This design comes from an exercise in tuning for small area, a short achievable clock period and few clock cycles on the open sky130 flow, not from production work.
At most, simulation tests tie the RTL to the original design; equivalence was not proved.
Only the layout flow was run in run 2; the RTL was not checked for function there.
Power and IR drop assume default switching activity.

==> design/flow/design.v <==
module calc(
    input clk,
    input rst_n,
    input [7:0] num,
    input [2:0] op,
    input start,
    output [15:0] result,
    output [15:0] display_val,
    output [2:0] led_op,
    output stop
);
localparam ADD = 3'd6;
localparam SUB = 3'd5;
localparam MUL = 3'd4;
localparam DIV = 3'd1;
localparam ENT = 3'd2;
localparam CLR = 3'd3;
reg [15:0] a, b, r;
reg [2:0]  o;           
reg        stp;         
reg        busy;        
reg        fresh;       
reg [3:0]  cnt;         
reg        algn;        
reg        fix;         
reg        sg;          
reg        bneg;        
wire ph = |o;
assign result = r;
assign display_val = a;
assign led_op = o;
assign stop = stp;
wire is_add = (o == ADD);
wire is_sub = (o == SUB);
wire is_mul = (o == MUL);
wire is_div = (o == DIV);
wire [15:0] ae = a & {16{~fresh}};    
wire div_run = busy & is_div & ~fix;
wire b_fix   = busy & is_div & fix;
wire sel_a = (~busy & (is_add | is_sub) & ~fresh) | div_run;
wire inv_a = ~busy & is_sub;
wire sel_r = (busy & is_mul) | b_fix;
wire y_en  = is_add | is_sub | (is_mul & ae[0]) | (is_div & ~b_fix);
wire y_inv = (~busy & is_div & b[15]) | (div_run & ~bneg);
wire ci    = y_inv | inv_a | (b_fix & sg);
wire [15:0] x = sel_a ? (a ^ {16{inv_a}}) : (sel_r ? r : {16{inv_a}});
wire [15:0] y = (b & {16{y_en}}) ^ {16{y_inv}};
wire [15:0] s;
wire        co;
rca #(16) u_add(.x(x), .y(y), .ci(ci), .s(s), .co(co));
wire [15:0] cur = ae;
wire [15:0] c10 = {cur[12:0], 3'd0} + {cur[14:0], 1'b0};
wire [7:0] hi1 = c10[15:8] + 8'd1;
wire [7:0] lo;
wire       c8;
cla8 u_lo(.x(c10[7:0]), .y(num), .s(lo), .co(c8));
wire [15:0] dg = {c8 ? hi1 : c10[15:8], lo};
wire [15:0] pm;         
assign pm[15] = a[15];
genvar gi;
generate
    for (gi = 14; gi >= 0; gi = gi - 1) begin : g_pm
        assign pm[gi] = pm[gi+1] | a[gi];
    end
endgenerate
wire fits = y[15] & (y[14] | ~bneg) & ~|(~y[14:0] & ~pm[15:1]) & ~&cnt;
wire req    = start & ~stp & ~busy;
wire q_dig  = req & (op == 3'd0);
wire q_clr  = req & (op == CLR);
wire q_ent  = req & (op == ENT) & ph;
wire q_opk  = req & (op == ADD || op == SUB || op == MUL || op == DIV) & ~ph;
wire mul_last = ~|ae[15:1];
wire b_mul   = busy & is_mul;
wire b_shift = div_run & algn & fits;
wire b_step  = div_run & ~(algn & fits);
wire last    = b_step & (cnt == 4'd0);
wire done    = (b_mul & mul_last) | b_fix;
wire e_mul = q_ent & is_mul;
wire e_div = q_ent & is_div;
wire e_as  = q_ent & (is_add | is_sub);
wire a_dg  = q_dig;
wire a_s   = e_div | e_as | ((e_mul | b_mul) & mul_last) | (b_step & co & ~last) | b_fix;
wire a_sh  = (e_mul | b_mul) & ~mul_last;
wire a_hld = ~(a_dg | a_s | a_sh | q_clr | last);
wire b_a   = (q_opk | e_div) & ~fresh;
wire b_shl = e_mul | b_mul | b_shift;
wire b_shr = b_step;
wire b_hld = ~(q_opk | e_div | b_shl | b_shr);
wire r_s   = e_as | e_mul | b_mul | b_fix;
wire r_sh  = b_step;
wire r_ini = e_div;
wire r_hld = ~(r_s | r_sh | r_ini | q_clr);
wire sgn = ae[15] ^ b[15];
always @(posedge clk) begin
    if (~rst_n) begin
        a <= 0; r <= 0;
    end else begin
        a <= ({16{a_dg}} & dg) | ({16{a_s}} & s) |
             ({16{a_sh}} & {1'b0, a[15:1]}) | ({16{a_hld}} & a);
        r <= ({16{r_s}} & s) | ({16{r_sh}} & {r[14:0], co ^ sg}) |
             {16{r_ini & sgn}} | ({16{r_hld}} & r);
    end
end
always @(posedge clk) begin
    b <= ({16{b_a}} & a) | ({16{b_shl}} & {b[14:0], 1'b0}) |
         ({16{b_shr}} & {bneg, b[15:1]}) | ({16{b_hld}} & b);
end
always @(posedge clk) begin
    if (~rst_n) begin
        o <= 0; stp <= 0; busy <= 0; fresh <= 0;
    end else begin
        if (stp & ~start) stp <= 0;
        if (req | done) stp <= 1;
        if ((e_mul & ~mul_last) | e_div) begin busy <= 1; stp <= 0; end
        if (done) busy <= 0;
        if (q_opk) o <= op;
        if (q_clr | e_as | (e_mul & mul_last) | done) o <= 0;
        if (q_dig) fresh <= 0;
        if (q_opk | e_as | (e_mul & mul_last) | done) fresh <= 1;
    end
end
always @(posedge clk) begin
    if (e_div) begin
        sg <= sgn; bneg <= ae[15];
        cnt <= 0; algn <= 1; fix <= 0;
    end else begin
        if (b_shift) cnt <= cnt + 4'd1;
        if (b_step) begin
            algn <= 0;
            cnt <= cnt - 4'd1;
            if (cnt == 4'd0) fix <= 1;
        end
        if (b_fix) fix <= 0;
    end
end
endmodule
module rca #(parameter W = 16) (
    input  [W-1:0] x,
    input  [W-1:0] y,
    input          ci,
    output [W-1:0] s,
    output         co
);
wire [W:0] c;
assign c[0] = ci;
assign co = c[W];
genvar i;
generate
    for (i = 0; i < W; i = i + 1) begin : g
        assign s[i] = x[i] ^ y[i] ^ c[i];
        assign c[i+1] = (x[i] & y[i]) | (c[i] & (x[i] ^ y[i]));
    end
endgenerate
endmodule
module cla8 (
    input  [7:0] x,
    input  [7:0] y,
    output [7:0] s,
    output       co
);
wire [7:0] g0 = x & y;
wire [7:0] p0 = x ^ y;
wire [7:0] g1, p1, g2, p2, g3;
assign g1[0] = g0[0];
assign p1[0] = p0[0];
genvar i;
generate
    for (i = 1; i < 8; i = i + 1) begin : l1
        assign g1[i] = g0[i] | (p0[i] & g0[i-1]);
        assign p1[i] = p0[i] & p0[i-1];
    end
    for (i = 0; i < 2; i = i + 1) begin : l2a
        assign g2[i] = g1[i];
        assign p2[i] = p1[i];
    end
    for (i = 2; i < 8; i = i + 1) begin : l2
        assign g2[i] = g1[i] | (p1[i] & g1[i-2]);
        assign p2[i] = p1[i] & p1[i-2];
    end
    for (i = 0; i < 4; i = i + 1) begin : l3a
        assign g3[i] = g2[i];
    end
    for (i = 4; i < 8; i = i + 1) begin : l3
        assign g3[i] = g2[i] | (p2[i] & g2[i-4]);
    end
endgenerate
assign s = p0 ^ {g3[6:0], 1'b0};
assign co = g3[7];
endmodule
==> design/flow/flow/run.sh <==
#!/bin/bash
# Layout flow: the standard flow with small port buffers and a clock
# tree without dummy loads: a clkbuf_8 root and clkbuf_4 leaves driving
# small clusters of flip-flops. Each tool's output is in standard.log.
bash standard.sh \
  "BUFFER_PORTS_ARGS=-buffer_cell sky130_fd_sc_hd__buf_2" \
  "CTS_ARGS=-sink_clustering_enable -sink_clustering_size 6 -repair_clock_nets -dont_use_dummy_load -root_buf sky130_fd_sc_hd__clkbuf_8 -buf_list sky130_fd_sc_hd__clkbuf_4" \
  finish > standard.log 2>&1
==> design/flow/standard.sh <==
#!/bin/bash
# synth_recipe.tcl (not shown) runs the flow's synth.tcl, then flattens the netlist and writes it again
# the make line also repeats each setting of config.mk as NAME=value (left out here)
make -C /OpenROAD-flow-scripts/flow DESIGN_CONFIG=/design/flow/config.mk WORK_HOME=/design/flow/orfs CLKGATE_MAP_FILE= SYNTH_SCRIPT=/design/flow/synth_recipe.tcl "${@:-finish}"
==> design/flow/config.mk <==
export PLATFORM = sky130hd
export DESIGN_NAME = calc
export DESIGN_NICKNAME = calc
export VERILOG_FILES = /design/flow/design.v
export SDC_FILE = /design/flow/constraint.sdc
export NUM_CORES = 4
export LEC_CHECK = 0
export CAP_MARGIN = 20
export CORE_MARGIN = 2
export CORE_UTILIZATION = 70
export PLACE_DENSITY = 0.8
export SLEW_MARGIN = 20
==> design/flow/constraint.sdc <==
create_clock -name core_clock -period 55.0 [get_ports {clk}]
set_input_delay 11.0000 -clock core_clock [delete_from_list [all_inputs] [get_ports {clk}]]
set_output_delay 11.0000 -clock core_clock [all_outputs]
set_load 0.01 [all_outputs]
==> results of run 1 <==
## worst max-delay path: stages
cell and delay, ns:
buf_2 0.12, ha_1 0.28, a21oi_1 0.07, nor2b_1 0.16
o31ai_1 0.10, a21oi_1 0.41, nand4_1 0.24, nor4_1 0.30
xnor3_1 0.38, a222oi_1 0.22, nor2_1 0.07
## sequential cells by signal, summed over array words and instances (netlist names)
register	flops
fresh	1
b	16
cnt	4
fix	1
a	16
busy	1
o	3
stp	1
algn	1
r	16
bneg	1
sg	1
## power groups by stage
stage | Clock [µW] | Sequential [µW] | Combinational [µW]
2_1_floorplan | 0 | 48.4 | 9.56
6_report | 31.1 | 48.7 | 12.6
5_1_grt | 32.4 | 48.9 | 13.9
3_3_place_gp | 0 | 49.5 | 11.8
4_1_cts | 30.5 | 48.5 | 12.4
3_5_place_dp | 0 | 49.5 | 12.3
## worst min-delay path by stage
stage | from | endpoint | slack (ns) | depth (start not counted)
floorplan | b[0] | b[1] | 0.46 | 2
global placement | r[6] | r[7] | 0.48 | 2
detailed placement | r[8] | r[9] | 0.50 | 2
CTS | r[9] | r[10] | 0.50 | 2
global route | r[2] | r[3] | 0.52 | 2
finish | r[2] | r[3] | 0.50 | 2
## layer usage
metal / track usage / wire, µm / vias up
li1: - / - / 2512
met3: 0.0796 / 1810 / 78
met4: 0.185 / 752 / 0
met2: 0.665 / 7420 / 388
met5: 0 / 0 / -
met1: 0.480 / 5710 / 2607
## cell usage in the layout (no fill, tap or decap), types with 7 or more instances in the layout
cell type  netlist  final
nand2_1         89     89
a21oi_1         72     72
dfxtp_1         60     60
nor2_1          56     55
buf_2            7     49
xnor2_1         34     34
o21ai_0         33     33
a222oi_1        29     29
nand3_1         23     23
ha_1            22     22
nor2b_1         21     21
fa_1            19     19
a221oi_1        18     18
a31oi_1         17     17
inv_1           11     11
nor3_1          11     11
clkbuf_8         0      9
or3_1            7      7
## area by class of cell
type                       count  share of cell area
inverter                      13             0.00972
clock buffer                   9              0.0224
tap                           99              0.0224
multi-input combinational    547               0.668
timing repair buffer          53              0.0497
sequential                    62               0.228
## through the flow
stage / hold slack, ns / instance area (µm²) / power [µW]
floorplan: 0.459 / 5180 / 57.9
global placement: 0.484 / 5410 / 61.3
detailed placement: 0.497 / 5410 / 61.8
CTS: 0.500 / 5530 / 91.4
global route: 0.523 / 5540 / 95.1
finish: 0.504 / 5540 / 92.5
## cell families after synthesis
| group | Yosys count | share of synthesized area |
|---|---|---|
| XOR/XNOR | 41 | 0.0719 |
| multiplexers | 1 | 0.00217 |
| AND/OR/NAND/NOR | 247 | 0.226 |
| adder cells (fa/ha/maj) | 41 | 0.126 |
| flip-flops | 62 | 0.243 |
| buffers and inverters | 56 | 0.0461 |
| AO/OA/AOI/OAI | 217 | 0.284 |
==> key figures, run 1 <==
Status
  – Status: complete, no violations

Logic synthesis
  – Post-synth EDFFs: 2
  – Yosys top cell area share: 0.232
  – Seq/Total Area, Yosys: 0.243
  – Synth area leaders: dfxtp_1, fa_1, a21oi_1
  – Yosys top cell by area: dfxtp_1
  – Synth cell types: 60
  – Most used standard cell by instance count after synthesis: nand2_1
  – Syn_nets: 720
  – Synth Instances: 665
  – Cell Area, Synth: 0.00518 mm²
  – Synth Area per Inst: 7.80 µm²
  – Async set-or-reset flop fraction in the synthesized netlist: 0
  – Yosys reg bits: 62
  – Synth warn: 1
  – Synth top cells by count: nand2_1, a21oi_1, dfxtp_1
  – Top_reg_cell synth: dfxtp_1

Worst setup path
  – Critical Path RT: 55.19 ns
  – Critical Path Start Type: input pin
  – Setup crit start: num[2]
  – Worst R2R End: a[14]
  – Crit Path Class: in2reg
  – Setup crit end: a[15]
  – Reg2Reg Launch Point: o[0]
  – CP max FO: 5
  – CP arrival: 13.34 ns
  – CP endpoint kind: flip-flop
  – Flop-to-flop setup slack: 42.84 ns
  – Reg2Reg Depth: 26

Clocking
  – Htree depth: 3
  – Hold buffers post-CTS: 0
  – CTS tree: done
  – CTS max path bufs: 2
  – Post-CTS resize count: 0
  – Clock Latency Late Sink: 0.36 ns
  – Reg clk slew, reported paths: 0.07 ns
  – TritonCTS Buffers: 9
  – Postcts setup bufs: 0
  – Clk Tree Root Cell: clkbuf_8
  – Clock sinks: 62

STA
  – Final period util: 0.239
  – RSZ-0062 raised after global routing: false
  – Worst slew margin: 0.256
  – Layout Skew: 0.0261 ns
  – Final Hold Vio Count: 0
  – Final WS setup: 41.85 ns
  – Setup TNS: 0 ns
  – Worst-Margin Slew: 1.11 ns
  – Fin. max-slew vios: 0
  – Final Critical Period: 13.15 ns
  – Final setup vio count: 0
  – Achievable Freq: 76.0 MHz

Power and ir drop
  – Maximum VDD drop: 13.6 µV
  – Cell Pwr Density: 16.7 mW/mm²
  – P_int: 65.8 µW
  – Sequential cell fraction of total power: 0.527
  – Clock share of power: 0.337
  – Logic pwr share: 0.137
  – Net Sw Frac: 0.289
  – Static leakage: 0.00237 µW
  – Switching power: 26.7 µW

Cells and area
  – Post-layout utilization of the core: 0.768
  – Fin nets: 741
  – Sequential Area: 0.00126 mm²
  – Area grow syn2layout: 6.80%
  – Post-route insts no fill: 783
  – Antenna cells: 0
  – Share of cells above drive strength 1: 0.110
  – Fillers: 598
  – Multi-input gate area: 0.00370 mm²

Die
  – Ports: 50
  – Core area: 0.00721 mm²
  – Die H: 90.1 µm
  – Chip width: 90.1 µm
  – Die ar.: 0.00811 mm²
  – Starting Density: 0.719
  – Rows: 31

Detailed routing
  – Vias/cell: 7.13
  – DR iter-0 viols: 730
  – Drt wl/cell: 20.0 µm
  – DR pass1 iterations: 7
  – Final WL: 15.7 mm
  – Via count: 5585
  – Post-route DRC: 0
  – ANT nets after route: 0

GRT
  – Total Routing Usage GR: 0.393
  – Global-route wire length before repair: 25.8 mm
  – Global route overflow: 0
  – Largest net degree at the start of global routing: 39
  – Vias in the first global route: 5297
  – Initial antenna violation count: 0

Placement
  – Placed insts: 774
  – Port Buffers: 49
  – Placer Congestion: 1.01
  – Dpl hpwl: 11.4 mm
  – Pre-CTS WS: 41.51 ns

Hold path
  – Min-delay worst type: reg2reg

Run
  – Maxcap violations: 0
Testbench counts, summed over its fixed seeds: cycles 28,309.
==> run 2, diff against run 1 <==
==> design/flow/design.v (replaced) <==
module calc(
    input clk,
    input rst_n,
    input [7:0] num,
    input [2:0] op,
    input start,
    output [15:0] result,
    output [15:0] display_val,
    output [2:0] led_op,
    output stop
);
localparam ADD = 3'd6;
localparam SUB = 3'd5;
localparam MUL = 3'd4;
localparam DIV = 3'd1;
localparam ENT = 3'd2;
localparam CLR = 3'd3;
reg [15:0] a, b, r;
reg [2:0]  o;           
reg        stp;         
reg        busy;        
reg        show_b, show_r;
reg [3:0]  cnt;         
reg        fin;         
reg        sg;          
wire ph = |o;
assign result = r;
assign display_val = show_b ? b : (show_r ? r : a);
assign led_op = o;
assign stop = stp;
wire is_mul = (o == MUL);
wire is_div = (o == DIV);
wire is_sub = (o == SUB);
reg [16:0] x, y;
reg        cin;
always @(*) begin
    x = 17'd0; y = 17'd0; cin = 1'b0;
    if (is_div) begin
        if (busy & ~fin) begin
            x = {r, a[15]};
            y = {~r[15], b ^ {16{~r[15] ^ b[15]}}};
            cin = ~r[15] ^ b[15];
        end else begin
            x = {1'b0, a ^ {16{busy ? sg : a[15]}}};
            cin = busy ? sg : a[15];
        end
    end else if (is_mul) begin
        x = busy ? {1'b0, r} : 17'd0;
        y = a[0] ? {1'b0, b} : 17'd0;
    end else begin
        x = {1'b0, a};
        y = {1'b0, b ^ {16{is_sub}}};
        cin = is_sub;
    end
end
wire [16:0] s;
rca #(17) u_add(.x(x), .y(y), .ci(cin), .s(s));
wire [15:0] cur = ph ? b : a;
wire [15:0] dg;
wire [15:0] t0 = {cur[12:0], 3'd0};
wire [15:0] t1 = {cur[14:0], 1'b0};
wire [15:0] t2 = {8'd0, num};
wire [15:0] cs_s = t0 ^ t1 ^ t2;
wire [15:0] cs_c = (t0 & t1) | (t0 & t2) | (t1 & t2);
rca #(16) u_dig(.x(cs_s), .y({cs_c[14:0], 1'b0}), .ci(1'b0), .s(dg));
wire req = start & ~stp & ~busy;
wire mul_last = (a[15:1] == 15'd0);
always @(posedge clk) begin
    if (~rst_n) begin
        a <= 0; b <= 0; r <= 0; o <= 0;
        stp <= 0; busy <= 0; show_b <= 0; show_r <= 0;
        cnt <= 0; fin <= 0; sg <= 0;
    end else if (busy) begin
        if (is_mul) begin
            r <= s[15:0];
            a <= {1'b0, a[15:1]};
            b <= {b[14:0], 1'b0};
            if (mul_last) begin
                busy <= 0; stp <= 1; o <= 0;
            end
        end else if (~fin) begin
            r <= s[15:0];
            a <= {a[14:0], ~s[16]};
            cnt <= cnt + 4'd1;
            if (cnt == 4'd15) fin <= 1;
        end else begin
            r <= s[15:0];
            a <= 0;
            busy <= 0; stp <= 1; o <= 0;
        end
    end else if (stp) begin
        if (~start) stp <= 0;
    end else if (start) begin
        stp <= 1;
        case (op)
        3'd0: begin
            if (ph) begin b <= dg; show_b <= 1; show_r <= 0; end
            else    begin a <= dg; show_b <= 0; show_r <= 0; end
        end
        ADD, SUB, MUL, DIV: begin
            if (~ph) begin o <= op; b <= 0; end
        end
        CLR: begin
            a <= 0; b <= 0; r <= 0; o <= 0; show_b <= 0; show_r <= 1;
        end
        ENT: begin
            if (ph) begin
                show_b <= 0; show_r <= 1;
                if (is_mul) begin
                    r <= s[15:0];
                    a <= {1'b0, a[15:1]};
                    b <= {b[14:0], 1'b0};
                    if (mul_last) o <= 0;
                    else begin busy <= 1; stp <= 0; end
                end else if (is_div) begin
                    a <= s[15:0];
                    r <= 0;
                    sg <= a[15] ^ b[15];
                    cnt <= 0; fin <= 0;
                    busy <= 1; stp <= 0;
                end else begin
                    r <= s[15:0];
                    a <= 0;
                    o <= 0;
                end
            end
        end
        default: ;
        endcase
    end
end
endmodule
module rca #(parameter W = 16) (
    input  [W-1:0] x,
    input  [W-1:0] y,
    input          ci,
    output [W-1:0] s
);
wire [W:0] c;
assign c[0] = ci;
genvar i;
generate
    for (i = 0; i < W; i = i + 1) begin : g
        assign s[i] = x[i] ^ y[i] ^ c[i];
        assign c[i+1] = (x[i] & y[i]) | (c[i] & (x[i] ^ y[i]));
    end
endgenerate
endmodule
==> design/flow/run.sh (new file) <==
#!/bin/bash
# synth_recipe.tcl (not shown) runs the flow's synth.tcl, then flattens the netlist and writes it again
# the make line also repeats each setting of config.mk as NAME=value (left out here)
make -C /OpenROAD-flow-scripts/flow DESIGN_CONFIG=/design/flow/config.mk WORK_HOME=/design/flow/orfs CLKGATE_MAP_FILE= SYNTH_SCRIPT=/design/flow/synth_recipe.tcl finish
--- a/design/flow/config.mk
+++ b/design/flow/config.mk
@@ -7,6 +7,6 @@
 export LEC_CHECK = 0
 export CAP_MARGIN = 20
 export CORE_MARGIN = 2
-export CORE_UTILIZATION = 70
-export PLACE_DENSITY = 0.8
+export CORE_UTILIZATION = 40
+export PLACE_DENSITY = 0.6
 export SLEW_MARGIN = 20
removed: design/flow/flow/run.sh
removed: design/flow/standard.sh
==> run 2 against run 1 <==
Effect of this change: power rose by 52%; still clean on timing, DRC and antenna; area after synthesis rose by 5.5%; cell area grew 14%; die area increased by 80%; highest routed layer unchanged; critical path depth grew 8; first-iteration DRC count rose by 13%.
==> key figures, run 2 <==
STA
  – Hold slack: 0.492 ns (-0.0124 ns)
  – Layout Skew: 0.00728 ns (-0.0189 ns)
  – Setup TNS: 0 ns (unchanged)
  – Worst slew margin: 0.270 (+0.0137)
  – Final setup vio count: 0 (unchanged)
  – Worst-Margin Slew: 1.09 ns (-0.0147 ns)
  – Achievable Freq: 59.9 MHz (-21%)
  – RSZ-0062 raised after global routing: false
  – Final Critical Period: 16.69 ns (+3.54 ns)
  – Final period util: 0.303 (+0.0643)
  – Fin. max-slew vios: 0 (unchanged)
  – Final Hold Vio Count: 0 (unchanged)

Logic synthesis
  – Synth cell types: 66 (+10%)
  – Most used standard cell by instance count after synthesis: nand2_1
  – Post-synthesis adder-cell area fraction: 0.146 (+0.0195)
  – Yosys reg bits: 61 (-1.6%)
  – Syn_nets: 732 (+1.7%)
  – Synth Instances: 674 (+1.4%)
  – Cell Area, Synth: 0.00547 mm² (+5.5%)
  – Mux cell area share after synthesis: 0.0577 (+0.0555)
  – Yosys top cell by area: dfxtp_1
  – Async set-or-reset flop fraction in the synthesized netlist: 0 (unchanged)
  – Top_reg_cell synth: dfxtp_1
  – Synth Area per Inst: 8.11 µm² (+4.1%)
  – Synth area leaders: dfxtp_1, fa_1, nand2_1
  – Post-synth EDFFs: 0 (-2)
  – Synth Area in Compound Gates: 0.278 (-0.00582)
  – Main combinational cell family by area after synthesis: compound AO/OA/AOI/OAI gates
  – XOR/XNOR Fraction of Synth Area: 0.0400 (-0.0319)
  – Synth warn: 1 (unchanged)
  – Seq/Total Area, Yosys: 0.223 (-0.0200)
  – Synth top cells by count: nand2_1, clkbuf_1, dfxtp_1
  – Synth Area in Simple Gates: 0.181 (-0.0449)
  – Yosys top cell area share: 0.223 (-0.00837)

Detailed routing
  – DR pass1 iterations: 6 (-1)
  – Vias/cell: 6.58 (-7.8%)
  – Post-route DRC: 0 (unchanged)
  – Drt wl/cell: 23.1 µm (+15%)
  – Via count: 5623 (+0.68%)
  – Final WL: 19.7 mm (+26%)
  – DR iter-0 viols: 827 (+13%)
  – ANT nets after route: 0 (unchanged)

GRT
  – Global-route wire length before repair: 31.6 mm (+22%)
  – Vias in the first global route: 5515 (+4.1%)
  – Total Routing Usage GR: 0.281 (-0.112)
  – Initial antenna violation count: 0 (unchanged)
  – Largest net degree at the start of global routing: 49 (+26%)
  – Global route overflow: 0 (unchanged)

Worst setup path
  – Critical Path Start Type: input pin
  – Crit-path cells: clkdlybuf4s50_1, fa_1, fa_1, fa_1, fa_1, fa_1, fa_1, fa_1, inv_1, fa_1, fa_1, fa_1, fa_1, fa_1, fa_1, xnor2_1, and3_1, mux2i_1, a311oi_1
  – CP arrival: 16.94 ns (+3.60 ns)
  – Crit Path Class: in2reg
  – CP endpoint kind: flip-flop
  – Critical Path RT: 55.25 ns (+0.06 ns)
  – Worst Path Buf+Inv: 2 (+1)
  – Crit-path most repeated cell: fa_1
  – Delay-heaviest family, CP: adder cells
  – CP max FO: 3 (-2)
  – Slowest CP cell: fa_1
  – Worst path max stage delay: 0.56 ns (+0.15 ns)

Die
  – Core area: 0.0133 mm² (+84%)
  – Die H: 121 µm (+34%)
  – Die ar.: 0.0146 mm² (+80%)
  – Starting Density: 0.411 (-0.307)
  – Ports: 50 (unchanged)
  – Chip width: 121 µm (+34%)
  – Rows: 42 (+35%)

Status
  – Status: complete, no violations

Clocking
  – TritonCTS Buffers: 9 (unchanged)
  – Clock Latency Late Sink: 0.34 ns (-0.02 ns)
  – CTS max path bufs: 2 (unchanged)
  – Postcts setup bufs: 0 (unchanged)
  – Hold buffers post-CTS: 0 (unchanged)
  – Htree depth: 3 (unchanged)
  – Clock sinks: 61 (-1.6%)
  – Clk Tree Root Cell: clkbuf_16
  – Reg clk slew, reported paths: 0.05 ns (-0.02 ns)
  – CTS tree: done
  – Post-CTS resize count: 0 (unchanged)

Run
  – Maxcap violations: 0 (unchanged)

Cells and area
  – Commonest non-fill, non-tap cell in the layout: nand2_1
  – Fillers: 1307 (+120%)
  – Multi-input gate area: 0.00388 mm² (+4.8%)
  – Share of cells above drive strength 1: 0.0736 (-0.0360)
  – Sequential Area: 0.00122 mm² (-3.0%)
  – Largest regs: a: 16 flops, b: 16 flops, r: 16 flops
  – Non-Filler Cell Area, Final: 0.00632 mm² (+14%)
  – Antenna cells: 0 (unchanged)
  – Most frequent cells in the layout: nand2_1, dfxtp_1, clkdlybuf4s50_1, o21ai_0, nor2_1
  – Area grow syn2layout: 15.5%
  – Fin nets: 734 (-0.94%)

Power and ir drop
  – Cell Pwr Density: 22.2 mW/mm² (+33%)
  – Static leakage: 0.00222 µW (-6.4%)
  – Pwr Total: 140 µW (+52%)
  – Maximum VDD drop: 16.8 µV (+23%)

Placement
  – Placed standard-cell area: 0.00603 mm² (+12%)
  – Placer Congestion: 0.883 (-13%)
  – Dpl hpwl: 13.5 mm (+18%)
  – Port Buffers: 49 (unchanged)

Hold path
  – Min-delay worst type: reg2reg
## run 2: cell count changes after synthesis, sizes merged, moves of 15 or more
cell / delta
a21oi: -53
clkbuf: +33
mux2i: +30
nor2: -21
a221oi: -18
a222oi: -18
a22oi: +15
inv: +15
## run 2: area by class of cell
| cell class | count | area share |
|---|---|---|
| inverter | 28 | 0.0166 |
| timing repair buffer | 65 | 0.0967 |
| multi-input combinational | 511 | 0.614 |
| tap | 176 | 0.0349 |
| sequential | 61 | 0.194 |
| clock buffer | 12 | 0.0390 |
| clock inverter | 2 | 0.00555 |
## run 2: routing by layer
| layer | vias up | part of all wire | track usage |
|---|---|---|---|
| met3 | 69 | 0.085 | 0.0550 |
| met5 | - | 0 | 0 |
| met1 | 2715 | 0.42 | 0.376 |
| met4 | 0 | 0.047 | 0.140 |
| met2 | 343 | 0.45 | 0.431 |
| li1 | 2496 | - | - |
## run 2: cell families (layout without fill, tap and decap cells)
logic type / after synthesis / count (layout)
compound gates: 205 / 205
buf+inv: 102 / 107
fa+ha+maj: 44 / 44
flops: 61 / 61
xor+xnor: 25 / 25
simple gates: 206 / 206
mux: 31 / 31
## run 2: final timing paths
path              startpoint     end  slack, ns  depth (start not counted)
setup / recovery      num[3]   a[15]      38.31                         19
hold / removal        cnt[0]  cnt[0]       0.49                          1
setup reg to reg        busy    a[0]      44.88                         24
hold reg to reg       cnt[0]  cnt[0]       0.49                          1
## run 2: metrics by stage
stage               instances  utilization  setup slack (ns)
floorplan                 674            -             38.77
global placement          841        0.454             38.03
detailed placement        841        0.454             37.96
CTS                       855        0.475             38.29
global route              855        0.475             38.05
finish                    855        0.475             38.31
## run 2: report_power, final
group	internal, µW	switching, µW	total, µW
clock network	35.7	21.0	56.7
logic	14.1	21.2	35.3
registers	45.3	3.13	48.4
total	95.1	45.4	140

==> what the ideal ports hide <==
In the flow no input, the clock included, has a driving cell. The finished layouts below were timed again as built, in two steps. Step 1, drivers: a clkbuf_16 drives clk and a buf_2 each remaining input, both assumed. Step 2 moves the port delays by t, midway between the first and last clock arrival at a register: inputs arrive t later, outputs are due t later. That takes back most of the time a late clock gives input paths. Three values: no drivers, after step 1, after step 2; two values: the first two.
| run | t (ns) | slack for setup (ns) | worst hold slack (ns) | pins driven straight from the clock port |
|---|---|---|---|---|
| run 1 | 0.378 | 41.846 / 41.860 / 41.482 | 0.504 / 0.504 / 0.504 | 1 |
| run 2 | 0.382 | 38.308 / 38.329 / 37.948 | 0.492 / 0.492 / 0.492 | 1 |
After both steps every run listed still meets setup and hold. For run 1, which loses most, drivers alone change the setup slack by +0.014 ns; drivers and shift together by -0.364 ns.
